What follows belongs to an exercise in optimizing a design on an open flow for small area, a short achievable clock period and few clock cycles; a production flow would make more cautious choices. At most, simulation tests tie the RTL to the original design; equivalence was not proved. Power is estimated from default activity; no workload was simulated.

==> flow/design.v <==
`timescale 1ns/1ps
module divider #(
    parameter XLEN_WIDTH = 32
)(
    input                   clk_i,
    input                   rst_i,
    input                   stall_i,
    input  logic [XLEN_WIDTH-1:0]      a_i,
    input  logic [XLEN_WIDTH-1:0]      b_i,
    input  logic            req_i,
    input  logic            kill_i,
    input  logic [ 1 : 0]   operation_sel_i,
    output logic [XLEN_WIDTH-1:0]      div_result_o,
    output logic            ready_o,
    output logic            result_valid_o
);
function automatic [5:0] clz32(input [31:0] x);
    reg [15:0] z1, c1;
    reg [7:0]  z2; reg [1:0] c2 [0:7];
    reg [3:0]  z3; reg [2:0] c3 [0:3];
    reg [1:0]  z4; reg [3:0] c4 [0:1];
    reg [4:0]  c5;
    integer i;
    begin
        for (i = 0; i < 16; i = i + 1) begin
            z1[i] = ~(x[2*i+1] | x[2*i]);
            c1[i] = ~x[2*i+1];
        end
        for (i = 0; i < 8; i = i + 1) begin
            z2[i] = z1[2*i+1] & z1[2*i];
            c2[i] = z1[2*i+1] ? {1'b1, c1[2*i]} : {1'b0, c1[2*i+1]};
        end
        for (i = 0; i < 4; i = i + 1) begin
            z3[i] = z2[2*i+1] & z2[2*i];
            c3[i] = z2[2*i+1] ? {1'b1, c2[2*i]} : {1'b0, c2[2*i+1]};
        end
        for (i = 0; i < 2; i = i + 1) begin
            z4[i] = z3[2*i+1] & z3[2*i];
            c4[i] = z3[2*i+1] ? {1'b1, c3[2*i]} : {1'b0, c3[2*i+1]};
        end
        c5 = z4[1] ? {1'b1, c4[0]} : {1'b0, c4[1]};
        clz32 = (z4[1] & z4[0]) ? 6'd32 : {1'b0, c5};
    end
endfunction
wire is_div    = ~operation_sel_i[1];
wire is_signed = ~operation_sel_i[0];
wire a_neg     = is_signed & a_i[31];
wire b_neg     = is_signed & b_i[31];
wire b_zero    = (b_i == 32'b0);
wire [31:0] abs_a = a_neg ? -a_i : a_i;
wire [31:0] abs_b = b_neg ? -b_i : b_i;
wire res_neg   = is_div ? (a_neg ^ b_neg) : a_neg;
wire a_pow2 = &(~a_i[30:0] | a_i[31:1]);
wire b_pow2 = &(~b_i[30:0] | b_i[31:1]);
wire [5:0] lz_a = clz32(a_i ^ {32{a_i[31]}});
wire [5:0] lz_b = clz32(b_i ^ {32{b_i[31]}});
wire [5:0] clz_a = (a_i[31] & ~is_signed) ? 6'd0 : lz_a - {5'b0, a_neg & a_pow2};
wire [5:0] clz_b = (b_i[31] & ~is_signed) ? 6'd0 : lz_b - {5'b0, b_neg & b_pow2};
wire shorter = clz_a > clz_b;
localparam S_IDLE  = 2'd0,
           S_SETUP = 2'd1,
           S_CALC  = 2'd2,
           S_FIX   = 2'd3;
reg [1:0] S;
reg [31:0] R;        
reg [31:0] D;        
reg [4:0]  cnt;      
reg [5:0]  lzr_a, lzr_b;   
wire [5:0] shamt = lzr_b - lzr_a;
wire [32:0] diff = {1'b0, R} - {1'b0, D};
wire qb          = ~diff[32];
wire [31:0] R_nx = qb ? diff[31:0] : R;
wire last        = (cnt == 5'd0);
wire start   = (S == S_IDLE) & req_i;
wire quick   = b_zero | shorter;
wire [31:0] direct = is_div ? {32{b_zero}} : a_i;
wire done_calc  = (S == S_CALC) & last & ~res_neg;
wire done_fix   = (S == S_FIX);
wire finish     = (start & quick) | done_calc | done_fix;
always_ff @(posedge clk_i) begin
    if (rst_i)
        S <= S_IDLE;
    else if (kill_i)
        S <= S_IDLE;
    else case (S)
        S_IDLE:  S <= (req_i & ~quick) ? S_SETUP : S_IDLE;
        S_SETUP: S <= S_CALC;
        S_CALC:  S <= last ? (res_neg ? S_FIX : S_IDLE) : S_CALC;
        default: S <= S_IDLE;
    endcase
end
always_ff @(posedge clk_i) begin
    case (S)
        S_IDLE:  begin R <= abs_a; D <= abs_b; cnt <= shamt[4:0]; end
        S_SETUP: begin R <= abs_a; D <= D << shamt[4:0]; cnt <= shamt[4:0]; end
        default: begin R <= R_nx;  D <= D >> 1; cnt <= cnt - 5'd1; end
    endcase
end
always_ff @(posedge clk_i) begin
    lzr_a <= clz_a;
    lzr_b <= clz_b;
end
always_ff @(posedge clk_i) begin
    if (start)
        div_result_o <= direct;
    else if (S == S_CALC)
        div_result_o <= (last & ~is_div) ? R_nx : {div_result_o[30:0], qb};
    else if (S == S_FIX)
        div_result_o <= -div_result_o;
end
always_ff @(posedge clk_i) begin
    if (rst_i) begin
        ready_o        <= 1'b1;
        result_valid_o <= 1'b0;
    end else begin
        ready_o        <= kill_i | ((S == S_IDLE) & ~req_i) | finish;
        result_valid_o <= ~kill_i & (finish | (stall_i & result_valid_o));
    end
end
endmodule
Settings: LEC_CHECK=0, CAP_MARGIN=20, CORE_MARGIN=2, CORE_UTILIZATION=45, PLACE_DENSITY=0.6, SETUP_SLACK_MARGIN=2.0, SLEW_MARGIN=20; clock period 5.5 ns.
run.sh (not shown) runs the stock make flow with config.mk's settings and CLKGATE_MAP_FILE= SYNTH_SCRIPT=/design/flow/synth_recipe.tcl, a recipe that flattens the netlist after the stock synthesis.
The starting point went through all stages and came out clean.
Edit:
Settings changed: SETUP_SLACK_MARGIN 2.0 to 2.5.
Result:
- total power increases by 6.9%
- worst hold slack got worse by 0.0065 ns
- core utilization increases by 4.0 points
- via count increases by 1.2%
- combinational power increases by 12%
- count of clock-buffer cells in the layout does not change
- critical path depth increases by 1
Edit:
Settings changed: SETUP_SLACK_MARGIN 2.5 to 1.0.
The new run ran to the end with no violations.
Setup slack degrades by 0.073 ns.
Synthesized cell count does not change.
Fmax went down by 1.7%.
Cell count drops by 3.4%.
Power drops by 6.3%.
Via count goes down by 3.6%.
Hold slack improves by 0.0051 ns.
Area after synthesis does not change.
Final area drops by 9.3%.
Global-route usage fell by 1.2 points.
No run of this note included a check of the RTL's function; only the layout flow was run.

* * *

north:
divider, a different RTL version from the one above (not shown whole).
For scale: about 120 flip-flops, about 110 I/O pins.
export LEC_CHECK = 0
export CAP_MARGIN = 20
export CORE_MARGIN = 2
export CORE_UTILIZATION = 45
export PLACE_DENSITY = 0.6
export SETUP_SLACK_MARGIN = 0.7
export SLEW_MARGIN = 20
create_clock -name core_clock -period 5.5 [get_ports {clk_i}]
standard.sh (not shown) runs the stock make flow with config.mk's settings and CLKGATE_MAP_FILE= SYNTH_SCRIPT=/design/flow/synth_recipe.tcl, a recipe that flattens the netlist after the stock synthesis.
==> flow/flow/run.sh <==
#!/bin/bash
# Standard layout, with the port buffers made from plain buffers rather than
# the delay cells buffer_ports picks by default.
set -e
cp standard.sh standard_sh.log
export BUFFER_PORTS_ARGS="-buffer_cell sky130_fd_sc_hd__buf_2"
bash standard.sh > standard.log 2>&1
Testbench counts of north, summed over its fixed seeds: cycles 64,645.
Here is what was changed in the inputs of south compared with north.
- a change of SETUP_SLACK_MARGIN from 0.7 to 1.0
==> flow/run.sh (new file) <==
#!/bin/bash
# synth_recipe.tcl (not shown) runs the flow's synth.tcl, then flattens the netlist and writes it again
# the make line also repeats each setting of config.mk as NAME=value (left out here)
make -C /OpenROAD-flow-scripts/flow DESIGN_CONFIG=/design/flow/config.mk WORK_HOME=/design/flow/orfs CLKGATE_MAP_FILE= SYNTH_SCRIPT=/design/flow/synth_recipe.tcl finish
removed: flow/flow/run.sh
removed: flow/standard.sh
- Taking north as the reference, in south critical path depth saw an increase; total iterations of the first detailed-routing run saw a decrease.
- Looking at share of cell area taken by flip-flops and latches, south sits 1.2 points lower than north does.
- north ended up with div_result_o[16]$_DFFE_PP_ as its destination of the critical timing path; south ended up with S[0]$_SDFF_PP0_.
- Looking at south and north, the clock buffer count from CTS is a wash.
- north | status: complete | timing, DRC, antenna: pass
- south | stages: all done | timing, DRC, antenna: all pass
- Compared with north, south shows worst slew margin relative to its limit higher by 9.6 points.

* * *

divider, a different RTL version from the one above (not shown whole).
Size: ~2200 cells after synthesis, about 110 I/O pins.
Settings: LEC_CHECK=0, CAP_MARGIN=20, CORE_MARGIN=2, CORE_UTILIZATION=45, PLACE_DENSITY=0.6, SETUP_SLACK_MARGIN=0.85, SLEW_MARGIN=20; clock period 5.5 ns.
==> flow/flow/run.sh <==
#!/bin/bash
# Standard layout, with the port buffers made from plain buffers rather than
# the delay cells buffer_ports picks by default.
set -e
cp standard.sh standard_sh.log
export BUFFER_PORTS_ARGS="-buffer_cell sky130_fd_sc_hd__buf_2"
bash standard.sh > standard.log 2>&1
Testbench counts at the start, summed over its fixed seeds: cycles 64,645.
Edit:
==> flow/flow/run.sh (replaced) <==
#!/bin/bash
# Standard layout, with the port buffers made from the smallest plain buffers rather than
# the delay cells buffer_ports picks by default.
set -e
cp standard.sh standard_sh.log
export BUFFER_PORTS_ARGS="-buffer_cell sky130_fd_sc_hd__buf_1"
bash standard.sh > standard.log 2>&1
--- a/flow/config.mk
+++ b/flow/config.mk
@@ -12 +12 @@
-export SETUP_SLACK_MARGIN = 0.85
+export SETUP_SLACK_MARGIN = 1.0
Effect:
- The new run went through all stages and came out clean
- worst hold slack is worse by 11 ps
- count of clock-buffer cells in the layout is unchanged
- non-clock buffer count climbs by 11
- routed wire length went up by 1.2%
Edit:
==> flow/flow/run.sh (replaced) <==
#!/bin/bash
# Standard layout, with the port buffers made from plain buffers rather than
# the delay cells buffer_ports picks by default.
set -e
cp standard.sh standard_sh.log
export BUFFER_PORTS_ARGS="-buffer_cell sky130_fd_sc_hd__buf_2"
bash standard.sh > standard.log 2>&1
Wire length falls by 1.6%.
Combinational power falls by about 1%.
Via count hardly moves.
Edit:
--- a/flow/config.mk
+++ b/flow/config.mk
@@ -10,2 +10,2 @@
-export CORE_UTILIZATION = 45
-export PLACE_DENSITY = 0.6
+export CORE_UTILIZATION = 38
+export PLACE_DENSITY = 0.5
What happened:
- clock-buffer cell count increases by 1
- cell count rose by 3.1%
- worst setup slack loses 12 ps
Edit:
--- a/flow/config.mk
+++ b/flow/config.mk
@@ -10,3 +10,3 @@
-export CORE_UTILIZATION = 38
-export PLACE_DENSITY = 0.5
-export SETUP_SLACK_MARGIN = 1.0
+export CORE_UTILIZATION = 45
+export PLACE_DENSITY = 0.6
+export SETUP_SLACK_MARGIN = 1.15
Cell count shrinks by a few percent.
Total power shrinks slightly.
Count of clock-buffer cells in the layout shrinks by 1.
Edit:
--- a/flow/config.mk
+++ b/flow/config.mk
@@ -10,3 +10,3 @@
-export CORE_UTILIZATION = 45
-export PLACE_DENSITY = 0.6
-export SETUP_SLACK_MARGIN = 1.15
+export CORE_UTILIZATION = 55
+export PLACE_DENSITY = 0.7
+export SETUP_SLACK_MARGIN = 1.0
Count of clock-buffer cells in the layout stays the same.
Maximum frequency decreases by about 1.6%.
Non-clock buffer count decreases by 16.
Sequential cell count does not change.
Sequential power increases by about 3%.
Final area decreases by about 2%.
Global-route usage increases by 5.9 points.

afterwards: timing with drivers on the ports:
In the flow no input, the clock included, has a driving cell. The finished layouts below were timed again as built, in two steps.
Step 1 sets driving cells, clkbuf_16 on the clock port and buf_2 on the other inputs (assumed; they add their load-dependent delay and slew).
Step 2 also shifts input and output timing later by t, the mid clock arrival at the registers, as if the neighbouring blocks saw the same clock.
a / b / c = ideal ports / drivers / drivers and shift; a / b = the first two.
| run | t (ns) | setup WS [ns] | worst register clock-pin slew, ns | worst slew at a driven data input, ns | cell pins on the clock port's net |
|---|---|---|---|---|---|
| the first run of note 1 | 0.474 | 1.148 / 1.166 / 0.692 | 0.07 / 0.07 | 0.07 | 1 |
| the second run of note 1 | 0.468 | 1.165 / 1.166 / 0.698 | 0.07 / 0.07 | 0.06 | 1 |
| the third run of note 1 | 0.470 | 1.092 / 1.119 / 0.650 | 0.06 / 0.06 | 0.06 | 1 |
| north | 0.486 | 0.908 / 0.908 / 0.475 | 0.07 / 0.07 | 0.05 | 1 |
| south | 0.480 | 0.850 / 0.863 / 0.383 | 0.07 / 0.07 | 0.04 | 1 |
| the first run of note 3 | 0.430 | 1.002 / 1.035 / 0.606 | 0.09 / 0.09 | 0.05 | 1 |
| the second run of note 3 | 0.441 | 1.166 / 1.190 / 0.749 | 0.09 / 0.09 | 0.05 | 1 |
| the third run of note 3 | 0.428 | 1.123 / 1.123 / 0.773 | 0.09 / 0.09 | 0.05 | 1 |
| the fourth run of note 3 | 0.428 | 1.112 / 1.135 / 0.706 | 0.09 / 0.09 | 0.06 | 1 |
| the fifth run of note 3 | 0.427 | 1.166 / 1.198 / 0.771 | 0.09 / 0.09 | 0.06 | 1 |
| the sixth run of note 3 | 0.416 | 1.094 / 1.120 / 0.704 | 0.10 / 0.10 | 0.06 | 1 |
After both steps every run listed still meets setup and hold.
